This is an optimization exercise on Yosys and OpenROAD, whose aim is small area and a short achievable clock period, not a production implementation. Function was checked by simulation only, so behaviour that the tests miss may differ from the original. Power figures rest on the tool's default switching activity, not on a simulated workload.

==> willow <==
## commit_fifo
module commit_fifo #(
    parameter int P_ADDR_WIDTH = 5,
    parameter int P_DATA_WIDTH = 32
) (
    input  logic                    clk,
    input  logic                    rst,
    input  logic                    wr_en,
    input  logic                    commit,
    input  logic [P_DATA_WIDTH-1:0] data_in,
    output logic                    full,
    input  logic                    rd_en,
    output logic [P_DATA_WIDTH-1:0] data_out,
    output logic                    empty
);
==> module commit_fifo, before the edit <==
module commit_fifo #(
    parameter int P_ADDR_WIDTH = 5,
    parameter int P_DATA_WIDTH = 32
) (
    input  logic                    clk,
    input  logic                    rst,
    input  logic                    wr_en,
    input  logic                    commit,
    input  logic [P_DATA_WIDTH-1:0] data_in,
    output logic                    full,
    input  logic                    rd_en,
    output logic [P_DATA_WIDTH-1:0] data_out,
    output logic                    empty
);
localparam int N = 2**P_ADDR_WIDTH;
logic [P_DATA_WIDTH-1:0] ram [N];
logic [P_ADDR_WIDTH:0] waddr_q;
logic [P_ADDR_WIDTH:0] waddr_commit;
logic [P_ADDR_WIDTH:0] raddr_q;
logic [N-1:0]          rsel_n;       
logic [N-1:0]          wsel_q;       
logic                  full_q;       
logic                  not_full_q;   
logic                  empty_p;      
logic                  discarding;
logic                  output_slot_avail;   
logic                  slot_used_q;         
logic [P_ADDR_WIDTH:0] waddr_inc;
logic [P_ADDR_WIDTH:0] raddr_inc;
logic                  occ_m1;       
logic                  ccnt_full;    
logic                  ccnt_one;     
assign waddr_inc = waddr_q + 1'b1;
assign raddr_inc = raddr_q + 1'b1;
assign occ_m1    = (waddr_inc    ^ raddr_q) == {1'b1, {P_ADDR_WIDTH{1'b0}}};
assign ccnt_full = (waddr_commit ^ raddr_q) == {1'b1, {P_ADDR_WIDTH{1'b0}}};
assign ccnt_one  = waddr_commit == raddr_inc;
logic ready, adv, wr_ok, wr_drop, wr_commit, full_next, avail_next;
assign ready     = rd_en || !slot_used_q;
assign adv       = ready && !empty_p;
assign wr_ok     = wr_en && not_full_q && !discarding;
assign wr_drop   = wr_en && !(not_full_q && !discarding);
assign wr_commit = wr_ok && commit;
assign full_next  = !rst && !adv && (wr_ok ? occ_m1 : wr_drop ? ccnt_full : !not_full_q);
assign avail_next = rst || (empty_p && ready);
assign full  = full_q;
assign empty = output_slot_avail;
logic [N-1:0] wsel_next;
always_comb
    for (int i = 0; i < N; i++)
        if (rst)
            wsel_next[i] = i == 0;
        else if (full_next)
            wsel_next[i] = 1'b0;
        else if (wr_drop)
            wsel_next[i] = waddr_commit[P_ADDR_WIDTH-1:0] == i;
        else if (wr_ok)
            wsel_next[i] = wsel_q[(i+N-1)%N];
        else if (!not_full_q)
            wsel_next[i] = !rsel_n[i];
        else
            wsel_next[i] = wsel_q[i];
always_ff @(posedge clk)
    wsel_q <= wsel_next;
for (genvar i = 0; i < N; i++) begin : g_ram
    always_ff @(posedge clk)
        if (wsel_q[i])
            ram[i] <= data_in;
end
logic [P_DATA_WIDTH-1:0] rdata;
always_comb begin
    rdata = '1;
    for (int i = 0; i < N; i++)
        rdata = rdata & ({P_DATA_WIDTH{rsel_n[i]}} | ram[i]);
end
always_ff @(posedge clk) begin
    full_q            <= full_next;
    not_full_q        <= !full_next;
    output_slot_avail <= avail_next;
    slot_used_q       <= !avail_next;
end
always_ff @(posedge clk)
    if (rst) begin
        discarding        <= 1'b0;
        waddr_q           <= '0;
        waddr_commit      <= '0;
        raddr_q           <= '0;
        rsel_n            <= {{(N-1){1'b1}}, 1'b0};
        empty_p           <= 1'b1;
    end else begin
        if (wr_en)
            discarding <= !commit && !(not_full_q && !discarding);
        if (wr_drop)
            waddr_q <= waddr_commit;
        else if (wr_ok)
            waddr_q <= waddr_inc;
        if (wr_commit)
            waddr_commit <= waddr_inc;
        if (adv) begin
            raddr_q <= raddr_inc;
            rsel_n  <= {rsel_n[N-2:0], rsel_n[N-1]};
        end
        empty_p <= !wr_commit && (adv ? ccnt_one : empty_p);
    end
logic [P_DATA_WIDTH-1:0] data_hold;
logic hold;
assign hold = slot_used_q && !rd_en;    
always_ff @(posedge clk)
    if (!hold)
        data_hold <= rdata;
always_ff @(posedge clk)
    data_out <= ready ? rdata : data_hold;
endmodule
export LEC_CHECK = 0
export CAP_MARGIN = 20
export CORE_MARGIN = 2
export CORE_UTILIZATION = 65
export CTS_CLUSTER_DIAMETER = 80
export CTS_CLUSTER_SIZE = 24
export SETUP_SLACK_MARGIN = 3.0
export SLEW_MARGIN = 20
create_clock -name core_clock -period 5.0 [get_ports {clk}]
run.sh (not shown) runs the stock make flow with config.mk's settings and CLKGATE_MAP_FILE= SYNTH_SCRIPT=/design/flow/synth_recipe.tcl, a recipe that flattens the netlist after the stock synthesis.
==> xenon: changes against willow <==
--- a/flow/design.v
+++ b/flow/design.v
@@ -20,3 +20,2 @@
 logic [N-1:0]          rsel_n;       
-logic [N-1:0]          wsel_q;       
 logic                  full_q;       
@@ -47,22 +46,5 @@
 assign empty = output_slot_avail;
-logic [N-1:0] wsel_next;
-always_comb
-    for (int i = 0; i < N; i++)
-        if (rst)
-            wsel_next[i] = i == 0;
-        else if (full_next)
-            wsel_next[i] = 1'b0;
-        else if (wr_drop)
-            wsel_next[i] = waddr_commit[P_ADDR_WIDTH-1:0] == i;
-        else if (wr_ok)
-            wsel_next[i] = wsel_q[(i+N-1)%N];
-        else if (!not_full_q)
-            wsel_next[i] = !rsel_n[i];
-        else
-            wsel_next[i] = wsel_q[i];
-always_ff @(posedge clk)
-    wsel_q <= wsel_next;
 for (genvar i = 0; i < N; i++) begin : g_ram
     always_ff @(posedge clk)
-        if (wsel_q[i])
+        if (not_full_q && waddr_q[P_ADDR_WIDTH-1:0] == i)
             ram[i] <= data_in;
==> flow/flow/run.sh (new file) <==
#!/bin/bash
# Own layout flow: the standard flow, with one extra step after placement
# that moves the registers driving output ports next to their output
# buffers (see move_out_regs.tcl). Each tool's output goes to a log file of
# its own in the work folder.
set -euo pipefail
here=$(pwd)
res=$here/orfs/results/$FLOW_PLATFORM/commit_fifo/base
bash standard.sh synth floorplan place > $here/log_1_synth_floorplan_place.txt 2>&1
RES_DIR=$res openroad -no_init -exit $here/flow/move_out_regs.tcl > $here/log_2_move_out_regs.txt 2>&1
bash standard.sh > $here/log_3_cts_route_finish.txt 2>&1
test -s $here/out/final.def
==> flow/flow/move_out_regs.tcl (new file) <==
# Moves each register that drives an output port (through the port's output
# buffer) most of the way towards that buffer, then legalizes the placement.
# The register's output net is then short, and the longer wire moves to its
# input, which has timing slack to spare.
read_db $::env(RES_DIR)/3_place.odb
set block [ord::get_db_block]
set frac 0.75
set moved 0
foreach bterm [$block getBTerms] {
  if {[$bterm getIoType] ne "OUTPUT"} { continue }
  set net [$bterm getNet]
  set buf ""
  foreach it [$net getITerms] {
    if {[$it isOutputSignal]} { set buf [$it getInst] }
  }
  if {$buf eq ""} { continue }
  set bin ""
  foreach it [$buf getITerms] {
    if {[$it isInputSignal] && [$it getNet] ne "NULL"} { set bin [$it getNet] }
  }
  if {$bin eq ""} { continue }
  set ff ""
  foreach it [$bin getITerms] {
    if {[$it isOutputSignal]} { set ff [$it getInst] }
  }
  if {$ff eq ""} { continue }
  if {![[$ff getMaster] isSequential]} { continue }
  if {[llength [$bin getITerms]] != 2} { continue }
  set fl [$ff getLocation]
  set bl [$buf getLocation]
  set x [expr {int([lindex $fl 0] + $frac * ([lindex $bl 0] - [lindex $fl 0]))}]
  set y [expr {int([lindex $fl 1] + $frac * ([lindex $bl 1] - [lindex $fl 1]))}]
  puts "move [$ff getName] ([lindex $fl 0] [lindex $fl 1]) -> ($x $y), buffer [$buf getName] at ([lindex $bl 0] [lindex $bl 1])"
  $ff setLocation $x $y
  incr moved
}
puts "moved $moved registers"
detailed_placement
check_placement
write_db $::env(RES_DIR)/3_place.odb
==> flow/standard.sh (new file) <==
#!/bin/bash
# synth_recipe.tcl (not shown) runs the flow's synth.tcl, then flattens the netlist and writes it again
# the make line also repeats each setting of config.mk as NAME=value (left out here)
make -C /OpenROAD-flow-scripts/flow DESIGN_CONFIG=/design/flow/config.mk WORK_HOME=/design/flow/orfs CLKGATE_MAP_FILE= SYNTH_SCRIPT=/design/flow/synth_recipe.tcl "${@:-finish}"
--- a/flow/config.mk
+++ b/flow/config.mk
@@ -12,3 +12,3 @@
 export CTS_CLUSTER_SIZE = 24
-export SETUP_SLACK_MARGIN = 3.0
+export SETUP_SLACK_MARGIN = 3.1
 export SLEW_MARGIN = 20
removed: flow/run.sh
==> lagoon: changes against willow <==
--- a/flow/design.v
+++ b/flow/design.v
@@ -20,3 +20,2 @@
 logic [N-1:0]          rsel_n;       
-logic [N-1:0]          wsel_q;       
 logic                  full_q;       
@@ -47,22 +46,5 @@
 assign empty = output_slot_avail;
-logic [N-1:0] wsel_next;
-always_comb
-    for (int i = 0; i < N; i++)
-        if (rst)
-            wsel_next[i] = i == 0;
-        else if (full_next)
-            wsel_next[i] = 1'b0;
-        else if (wr_drop)
-            wsel_next[i] = waddr_commit[P_ADDR_WIDTH-1:0] == i;
-        else if (wr_ok)
-            wsel_next[i] = wsel_q[(i+N-1)%N];
-        else if (!not_full_q)
-            wsel_next[i] = !rsel_n[i];
-        else
-            wsel_next[i] = wsel_q[i];
-always_ff @(posedge clk)
-    wsel_q <= wsel_next;
 for (genvar i = 0; i < N; i++) begin : g_ram
     always_ff @(posedge clk)
-        if (wsel_q[i])
+        if (not_full_q && waddr_q[P_ADDR_WIDTH-1:0] == i)
             ram[i] <= data_in;
--- a/flow/config.mk
+++ b/flow/config.mk
@@ -9,5 +9,5 @@
 export CORE_MARGIN = 2
-export CORE_UTILIZATION = 65
-export CTS_CLUSTER_DIAMETER = 80
-export CTS_CLUSTER_SIZE = 24
+export CORE_UTILIZATION = 70
+export CTS_CLUSTER_DIAMETER = 90
+export CTS_CLUSTER_SIZE = 27
 export SETUP_SLACK_MARGIN = 3.0
==> notes <==
Of lagoon and xenon, xenon has the higher hold slack (gap 0.0021 ns).
Against lagoon, the worst setup slack of willow is worse by 0.0069 ns.
The highest utilization belongs to lagoon, the lowest to willow.
First-iteration DRC count: willow > lagoon > xenon.
Design area, lowest first: lagoon, xenon, willow.
In synthesized cell count, lagoon and xenon do not differ.
xenon completed without violations. lagoon went through all stages and came out clean. willow went through all stages and came out clean.
==> figures <==
| quantity | xenon | lagoon | willow |
|---|---|---|---|
| Result of the run | timing/DRC/antenna clean | timing/DRC/antenna clean | timing/DRC/antenna clean |
| Upper clock frequency limit | 0.473 GHz | 0.465 GHz | 0.464 GHz |
| Summed instance area of the synthesized netlist | 0.0403 sq mm | 0.0403 sq mm | 0.0419 sq mm |
| Number of rows created at floorplan | 91 | 87 | 93 |
| Drt pass-1 iters | 6 | 8 | 6 |
| GR Layer Usage met3 | 13.0% | 17.4% | 10.7% |
| Relative max-transition margin | 23.1% | 24.0% | 25.9% |
| Switching power total | 0.00442 W | 0.00434 W | 0.00529 W |
| Worst clock skew | 0.0231 ns | 0.0231 ns | 0.0231 ns |
| Chip Height | 253 microns | 244 microns | 258 microns |
| Post-synthesis compound-gate area fraction | 9.12% | 9.12% | 10.0% |
| P_comb | 0.00216 W | 0.00208 W | 0.00262 W |
| Proportion of final cell area spent on non-clock buffers | 8.08% | 7.01% | 5.86% |
| Non-clock buffer count in the final layout | 314 | 308 | 246 |

## re-timing with driven ports
How much do the figures lean on ideal ports? The routed layouts below were timed once more, with nothing changed but the port constraints. Step 1: set_driving_cell puts a clkbuf_16 on clk and a buf_2 on each other input, an assumption about the parent block. Step 2 also shifts input and output timing later by t, the mid clock arrival at the registers, as if the neighbouring blocks saw the same clock. Three values: ideal ports, drivers, drivers and shift; two values: the first two.
run | shift t [ns] | setup slack, ns | worst hold slack (ns) | slew at the worst register clock pin (ns) | worst data-port slew with drivers (ns)
willow | 0.716 | 2.845 / 2.777 / 2.412 | 0.439 / 0.439 / 0.439 | 0.10 / 0.10 | 0.11
xenon | 0.722 | 2.885 / 2.820 / 2.387 | 0.448 / 0.448 / 0.448 | 0.10 / 0.10 | 0.13
lagoon | 0.712 | 2.852 / 2.784 / 2.312 | 0.446 / 0.446 / 0.446 | 0.11 / 0.11 | 0.09
After both steps setup and hold are still met in every run listed. For lagoon, which loses most, drivers alone change the setup slack by -0.068 ns; drivers and shift together by -0.540 ns.
